Context: an optimization exercise on an open-source flow, tuned for small area. The choices shown serve that exercise and are no tape-out recipe. In this exercise RTL edits were held to simulation tests only and were not proved equivalent to the original. Power and IR drop assume default switching activity.

### constraint.sdc
create_clock -name core_clock -period 120.0 [get_ports {clk100Mhz}]
set_input_delay 24.0000 -clock core_clock [delete_from_list [all_inputs] [get_ports {clk100Mhz}]]
set_output_delay 24.0000 -clock core_clock [all_outputs]
set_load 0.01 [all_outputs]
### config.mk
export PLATFORM = sky130hd
export DESIGN_NAME = top
export DESIGN_NICKNAME = top
export VERILOG_FILES = /design/flow/design.v
export SDC_FILE = /design/flow/constraint.sdc
export NUM_CORES = 4
export LEC_CHECK = 0
export CAP_MARGIN = 20
export CORE_MARGIN = 2
export CORE_UTILIZATION = 40
export PLACE_DENSITY = 0.6
export SLEW_MARGIN = 20
### design.v
module tickGen #(
    parameter CLK_FREQ  = 100_000_000,     
    parameter TICK_FREQ = 1000             
)(
    input clk100Mhz, rst,
    output reg tick
    );
    localparam TICK_CNT = CLK_FREQ / TICK_FREQ;                
    localparam TICK_WIDTH = $clog2(TICK_CNT);                  
    localparam [TICK_WIDTH-1:0] TICK_MAX = TICK_CNT - 1;
    reg [TICK_WIDTH-1:0] cnt;
    always @(posedge clk100Mhz, posedge rst) begin
        if (rst) begin
            cnt <= 0;
            tick <= 0;
        end
        else begin
            if (cnt == TICK_MAX) begin
                cnt <= 0;
                tick <= 1'b1;              
            end
            else begin
                    cnt <= cnt + 1'b1;
                    tick <= 1'b0;
            end
        end
    end
endmodule
module debounce(
    input clk100Mhz, rst,
    input tick,
    input      [2:0] btnRaw,
    output reg [2:0] btnDb
    );
    localparam CNT_MAX = 10;     
    reg [3:0] cnt;
    always @(posedge clk100Mhz, posedge rst) begin
        if (rst) begin
            cnt <= 0;
            btnDb <= 0;
        end
        else if (tick) begin
            if (btnRaw == btnDb) begin
                cnt <= 0;
            end
            else begin
                cnt <= cnt + 1'b1;
                if (cnt >= CNT_MAX-1) begin     
                    btnDb <= btnRaw;
                    cnt <= 0;
                end
            end
        end
    end
endmodule
module cmdCtrl(
    input clk100Mhz, rst,
    input tick,
    input [2:0] btnDb,
    output             idle,
    output reg [15:13] led,
    output      [13:0] segData
    );
    localparam [1:0] IDLE=0, WAIT=1, CNT=2, STOP=3;
    reg [1:0] cState, nState;
    reg [2:0] btnPrev;
    wire [2:0] btnRise = btnDb & ~btnPrev;
    reg [8:0] stopCnt;
    wire stopTimeout = (stopCnt == 499);
    always @(posedge clk100Mhz, posedge rst) begin
        if (rst) btnPrev <= 0;
        else btnPrev <= btnDb;
    end
    always @(posedge clk100Mhz, posedge rst) begin
        if (rst) cState <= IDLE;
        else cState <= nState;
    end
    always @(*) begin
        nState = cState;
        case (cState)
            IDLE: if (btnRise[0]) nState = WAIT;
            WAIT: if (btnRise[1])      nState = CNT;
                  else if (btnRise[2]) nState = WAIT;
            CNT: if (btnRise[1])      nState = STOP;
                 else if (btnRise[2]) nState = WAIT;
            STOP: if (btnRise[1])      nState = CNT;
                  else if (btnRise[2]) nState = WAIT;
                  else if (stopTimeout) nState = IDLE;
            default: nState = IDLE;
        endcase
    end
    always @(*) begin
        case (cState)
            IDLE: led[15:13] = 3'b000;
            WAIT: led[15:13] = 3'b100;
            CNT:  led[15:13] = 3'b010;
            STOP: led[15:13] = 3'b001;
            default: led[15:13] = 3'b000;
        endcase
    end
    reg [3:0] tickCnt;
    reg pulse;
    always @(posedge clk100Mhz, posedge rst) begin
        if (rst) begin
            tickCnt <= 0;
            pulse <= 0;
        end
        else if (tick) begin
            if (tickCnt == 9) begin
                tickCnt <= 0;
                pulse <= 1'b1;                 
            end
            else begin
                tickCnt <= tickCnt + 1'b1;
                pulse <= 1'b0;
            end
        end
        else begin
            pulse <= 1'b0;
        end
    end
    reg [13:0] secCnt;
    always @(posedge clk100Mhz, posedge rst) begin
        if (rst) begin
            secCnt <= 0;
        end
        else if (pulse) begin
            case (cState)
                WAIT: secCnt <= 0;
                CNT:  secCnt <= secCnt + 1;
            endcase
        end
    end
    assign segData = secCnt;
    always @(posedge clk100Mhz, posedge rst) begin
        if (rst) begin
            stopCnt <= 0;
        end
        else if (cState == STOP) begin
            if (pulse) begin
                if (stopCnt == 499) stopCnt <= 0;
                else stopCnt <= stopCnt + 1'b1;
            end
        end
        else begin
            stopCnt <= 0;
        end
    end
    assign idle = (cState == IDLE);
endmodule
module fndCtrlIdle(
    input clk100Mhz, rst,
    input flag,
    output reg [3:0] an,
    output reg [6:0] seg
    );
    reg  [7:0] cnt;     
    reg  [3:0] step;
    always @(posedge clk100Mhz, posedge rst) begin
        if (rst) begin
            cnt <= 0;
            step <= 0;
        end
        else if (flag) begin
            if (cnt == 250 - 1) begin
                cnt <= 0;
                step <= step + 1'b1;
            end
            else begin
                cnt <= cnt + 1'b1;
            end
        end
        else begin
            cnt <= 0;
            step <= 0;
        end
    end
    always @(*) begin
        case (step)
            4'd0:  begin an = 4'b1110; seg = 7'b111_1110; end     
            4'd1:  begin an = 4'b1100; seg = 7'b111_1110; end
            4'd2:  begin an = 4'b1001; seg = 7'b111_1110; end
            4'd3:  begin an = 4'b0011; seg = 7'b111_1110; end
            4'd4:  begin an = 4'b0111; seg = 7'b101_1110; end     
            4'd5:  begin an = 4'b0111; seg = 7'b100_1111; end     
            4'd6:  begin an = 4'b0111; seg = 7'b110_0111; end     
            4'd7:  begin an = 4'b0011; seg = 7'b111_0111; end     
            4'd8:  begin an = 4'b1001; seg = 7'b111_0111; end
            4'd9:  begin an = 4'b1100; seg = 7'b111_0111; end
            4'd10: begin an = 4'b1110; seg = 7'b111_0011; end     
            4'd11: begin an = 4'b1110; seg = 7'b111_1001; end     
            4'd12: begin an = 4'b1110; seg = 7'b111_1101; end     
            default: begin an = 4'b1111; seg = 7'b111_1111; end
        endcase
    end
endmodule
module fndCtrl(
    input clk100Mhz, rst,
    input tick,
    input [13:0] segData,
    input        idle,
    output reg [3:0] an,
    output reg [6:0] seg,
    output           dp
    );
    wire [3:0] anIdle;
    wire [6:0] segIdle;
    fndCtrlIdle u_fndCtrlIdle (.clk100Mhz(clk100Mhz), .rst(rst), .flag(idle), .an(anIdle), .seg(segIdle));
    reg [3:0] anSW;
    reg [6:0] segSW;
    always @(*) begin
        if (idle) begin
            an = anIdle;
            seg = segIdle;
        end
        else begin
            an = anSW;
            seg = segSW;
        end
    end
    wire [3:0] d0, d1, d2, d3;
    assign d0 = (segData / 10) % 10;
    assign d1 = (segData / 100) % 10;
    assign d2 = (segData / 1000) % 6;
    assign d3 = (segData / 6000) % 10;
    reg [1:0] sel;
    always @(posedge clk100Mhz, posedge rst) begin
        if (rst) sel <= 0;
        else if (tick) sel <= sel + 1'b1;
    end
    reg [3:0] digit;
    always @(*) begin
        case (sel)
            2'd0: begin anSW = 4'b1110; digit = d0; end
            2'd1: begin anSW = 4'b1101; digit = d1; end
            2'd2: begin anSW = 4'b1011; digit = d2; end
            2'd3: begin anSW = 4'b0111; digit = d3; end
            default: begin anSW = 4'b1111; digit = 0; end
        endcase
    end
    always @(*) begin
        case (digit)
            4'd0: segSW = 7'b100_0000;
            4'd1: segSW = 7'b111_1001;
            4'd2: segSW = 7'b010_0100;
            4'd3: segSW = 7'b011_0000;
            4'd4: segSW = 7'b001_1001;
            4'd5: segSW = 7'b001_0010;
            4'd6: segSW = 7'b000_0010;
            4'd7: segSW = 7'b111_1000;
            4'd8: segSW = 7'b000_0000;
            4'd9: segSW = 7'b001_0000;
            default: segSW = 7'b111_1111;
        endcase
    end
    assign dp = idle || (an[1] && an[3]);
endmodule
module top(
    input clk100Mhz, rst,
    input [2:0] btnRaw,
    output [15:13] led,
    output   [3:0] an,
    output   [6:0] seg,
    output         dp
    );
    wire tick;
    wire [2:0] btnDb;
    wire idle;
    wire [1:0] state;
    wire [13:0] segData;
    tickGen #(
        .CLK_FREQ(100_000_000),
        .TICK_FREQ(10_000_000)     
    ) u_tick (.clk100Mhz(clk100Mhz), .rst(rst), .tick(tick));
    debounce u_debounce (.clk100Mhz(clk100Mhz), .rst(rst), .tick(tick), .btnRaw(btnRaw), .btnDb(btnDb));
    cmdCtrl u_cmdCtrl (.clk100Mhz(clk100Mhz), .rst(rst), .tick(tick), .btnDb(btnDb),
                       .idle(idle), .led(led), .segData(segData));
    fndCtrl u_fndCtrl (.clk100Mhz(clk100Mhz), .rst(rst), .tick(tick), .segData(segData), .idle(idle),
                       .an(an), .seg(seg), .dp(dp));
endmodule
### run.sh
#!/bin/bash
# synth_recipe.tcl (not shown) runs the flow's synth.tcl, then flattens the netlist and writes it again
# the make line also repeats each setting of config.mk as NAME=value (left out here)
make -C /OpenROAD-flow-scripts/flow DESIGN_CONFIG=/design/flow/config.mk WORK_HOME=/design/flow/orfs CLKGATE_MAP_FILE= SYNTH_SCRIPT=/design/flow/synth_recipe.tcl finish
==> notes.md <==
I/O pins 20; vias in the first global route roughly 26000; first-pass GRT wire length 134 mm; vias roughly 29000; Leakage 12.5 nW; routability cong. between 0.9 and 1; CP required roughly 96 ns; min-delay worst type register to register; register bit total from synthesis between 50 and 60; pin count of the biggest net entering global routing 60; VDD IR max between 0.000007 and 0.000008 V; crit path DAT between 80 and 90 ns; Reg power frac 0.298; Initial DRC Count around 2500; EDFF count, synth 0; final WL just over 80 mm; Setup violations, final 0; yosys warns 5; setup total negative slack 0 ns; Skew-Pair Late Insertion Delay between 0.3 and 0.4 ns; Slew HR 0.269; post-route ant nets 0; Fmax approximately 0.0090 GHz; post-synthesis sequential area ratio 0.0539; critical path launch point type register; CP most frequent cell o21a_1; Netlist Area Pre-Place about 0.027 sq mm; max-slew violation count 0; Register-to-Register Path Depth 6; CTS H-Tree Depth 3; row cnt 95; TritonCTS clock tree done; # clock sinks 59; TritonCTS Buffers 9; Initial Util 0.406; DIE AREA slightly above 0.07 sq mm; status complete, no violations; FF-to-FF Start u_cmdCtrl.secCnt[6]; layout cells sized above 1 0.0841; CTS max path bufs 2; Worst Path Max Fanout 31; clk root buf clkbuf_16; HP Start u_debounce.btnDb[0]; PortBufs 19; CP Capture Type primary output; clock slew at reported path FFs roughly 0.060 ns; unrepaired setup endpoints after global routing false; final hold violation count 0; Post-Syn Area per Cell approximately 7 sq um; Pint approximately 0.053 mW; Syn Inst Count around 3900; Die Ht 266 um; Gate power share 0.264; DR WL/cell roughly 17 um; Most used DFF post-synth dfrtp_1; RR Endpoint u_cmdCtrl.secCnt[13]; Final Net Count about 4100; Via density 6.16; Yosys cell types ~160; flop2flop setup slack ~120 ns; DPL Wire Length 64.3 mm; CP peak stage delay about 0.64 ns; Slew @ Worst Pin roughly 1.1 ns; Worst Hold Path Cells 0; Pre-antenna DRT Iters 6; MaxCap Viol Count 0; type of the worst setup path register to primary output; NetSw 0.0216 mW; hold path endpoint u_cmdCtrl.btnPrev[0]; Placed Area ~0.028 sq mm; area of the core between 0.06 and 0.07 sq mm; Total GRT Usage 0.221; Clock Skews a little under 0.009 ns; Clock power frac 0.438; final critical-path required period about 110 ns; Tcrit/Tclk final 0.931; total congestion overflow 0; width of the die 266 um; DRC 0; fraction of registers with async set/reset 1.00; cts hold-fix bufs 0; # fillers just over 7000; sw frac 0.290; Area growth, synth to finish 4.09%; leading cell types in the layout, fill and taps excluded 408 x nor2_1, 339 x nand2_1, 296 x ha_1, 249 x a21oi_1, 200 x nor3_1; Crit-path slowest cell a221oi_2; most common cell after layout, fill and taps aside nor2_1; Finished Cell Area roughly 0.029 sq mm; Power Density roughly 2.6 mW/mm^2; initial antenna violation count 0
-- critical path: cells and delay by family (launching register included) --
| kind | cells | cell delay [ns] |
|---|---|---|
| AOI/OAI and AO/OA | 200 | 43.43 |
| and+or+nand+nor | 121 | 28.59 |
| adders and majority gates | 32 | 9.94 |
| buffers and inverters | 18 | 3.88 |
| muxes | 2 | 0.66 |
| DFF | 1 | 0.47 |
| xor gates and xnor gates | 1 | 0.21 |
-- final cells by class --
cell class              count  area (sq um)  share of cell area
well taps                 873          1090              0.0383
clock buffers               9           225             0.00790
flip-flops and latches     59          1480              0.0518
repair buffers             58           483              0.0169
diodes                      1          2.50           0.0000878
inverters                 127           485              0.0170
multi-input cells        3555         24600               0.863
clock inverters             7           146             0.00513
-- repair_timing --
action                                  4_1_cts  5_1_grt
resized for setup                             0        6
endpoints found under the setup margin        0        7
setup buffers                                 0        5
-- Yosys cell counts (39+ instances only) --
cell type,n,area [sq um]
clkbuf_1,78,293
dfrtp_1,59,1480
mux2i_1,47,470
o211ai_1,44,330
or2_2,39,244
nor3_1,200,1000
o21ai_0,196,981
xnor2_1,150,1310
and3_1,47,294
or3_1,50,313
xor2_1,71,622
nor2_1,410,1540
nand2_1,339,1270
a211oi_1,65,488
a21oi_1,249,1250
o21a_1,132,991
a21o_1,67,503
inv_1,126,473
nand4_1,50,313
nand3_1,141,706
a31oi_1,51,319
and2_1,52,325
nand2b_1,46,288
o31ai_1,97,728
ha_1,296,3700
-- power groups by stage --
stage	Combinational (mW)	Clock [mW]	Sequential, mW
floorplan	0.0131	0	0.0222
global placement	0.0197	0	0.0224
global route	0.0217	0.0342	0.0223
detailed placement	0.0197	0	0.0224
CTS	0.0197	0.0335	0.0221
finish	0.0196	0.0325	0.0221
-- routing by layer --
metal  part of all wire  global-route usage  vias up
li1                   -                   -    14700
met4              0.011              0.0325        0
met1               0.50               0.324    13500
met5                  0                   0        -
met3              0.035              0.0110       63
met2               0.45               0.364      612
-- sequential cells by signal (all words and copies together) (netlist names) --
register and cells:
u_cmdCtrl.pulse 1, u_cmdCtrl.stopCnt 9, u_cmdCtrl.btnPrev 3, u_tick.tick 1, u_cmdCtrl.secCnt 14, u_cmdCtrl.tickCnt 4, u_cmdCtrl.cState 2, u_fndCtrl.u_fndCtrlIdle.cnt 8
u_debounce.btnDb 3, u_tick.cnt 4, u_debounce.cnt 4, u_fndCtrl.sel 2, u_fndCtrl.u_fndCtrlIdle.step 4
-- through the flow --
stage	cells	power, mW	setup WS [ns]	hold slack (ns)	util
2_1_floorplan	3896	0.0353	15.67	0.393	-
3_3_place_gp	4667	0.0421	9.85	0.419	0.416
3_5_place_dp	4667	0.0421	8.09	0.416	0.416
4_1_cts	4683	0.0754	7.43	0.430	0.421
5_1_grt	4688	0.0782	0.262	0.439	0.422
6_report	4689	0.0742	8.32	0.424	0.422
-- cell families after synthesis --
family | after synthesis | share of synthesized area
AND/OR/NAND/NOR | 1623 | 0.308
AO/OA/AOI/OAI | 1300 | 0.342
adder cells (fa/ha/maj) | 300 | 0.137
buffers and inverters | 282 | 0.0519
XOR/XNOR | 222 | 0.0713
multiplexers | 92 | 0.0361
flip-flops | 59 | 0.0539
other | 1 | 0.000137
-- worst max-delay path by stage --
stage | from | endpoint | slack [ns] | cells after the start
finish | u_fndCtrl.sel[0] | seg[0] | 8.32 | 374
global route | u_fndCtrl.sel[0] | seg[0] | 0.26 | 382
CTS | u_fndCtrl.sel[0] | seg[2] | 7.43 | 376
detailed placement | u_fndCtrl.sel[0] | seg[2] | 8.09 | 376
global placement | u_fndCtrl.sel[0] | seg[2] | 9.85 | 376
floorplan | u_fndCtrl.sel[1] | seg[2] | 15.67 | 421

port drivers added, routing unchanged:
Ports are ideal in the flow. The routed layout listed here was re-timed in OpenROAD. Step 1 sets driving cells, clkbuf_16 on the clock port and buf_2 on the other inputs (assumed; they add their load-dependent delay and slew). Step 2, shift: input delay + t, output delay - t, t = (earliest + latest rising clock arrival at the registers) / 2. This alone moves slack from input paths to output paths. Three values: ideal ports, drivers, drivers and shift; two values: the first two.
shift t [ns]: 0.372
setup WS [ns]: 8.318 / 8.278 / 8.650
worst slew at a driven data input, ns: 0.04
After both steps this run still meets setup and hold. The setup slack of this run moves by -0.040 ns with the drivers and by +0.332 ns with both steps.
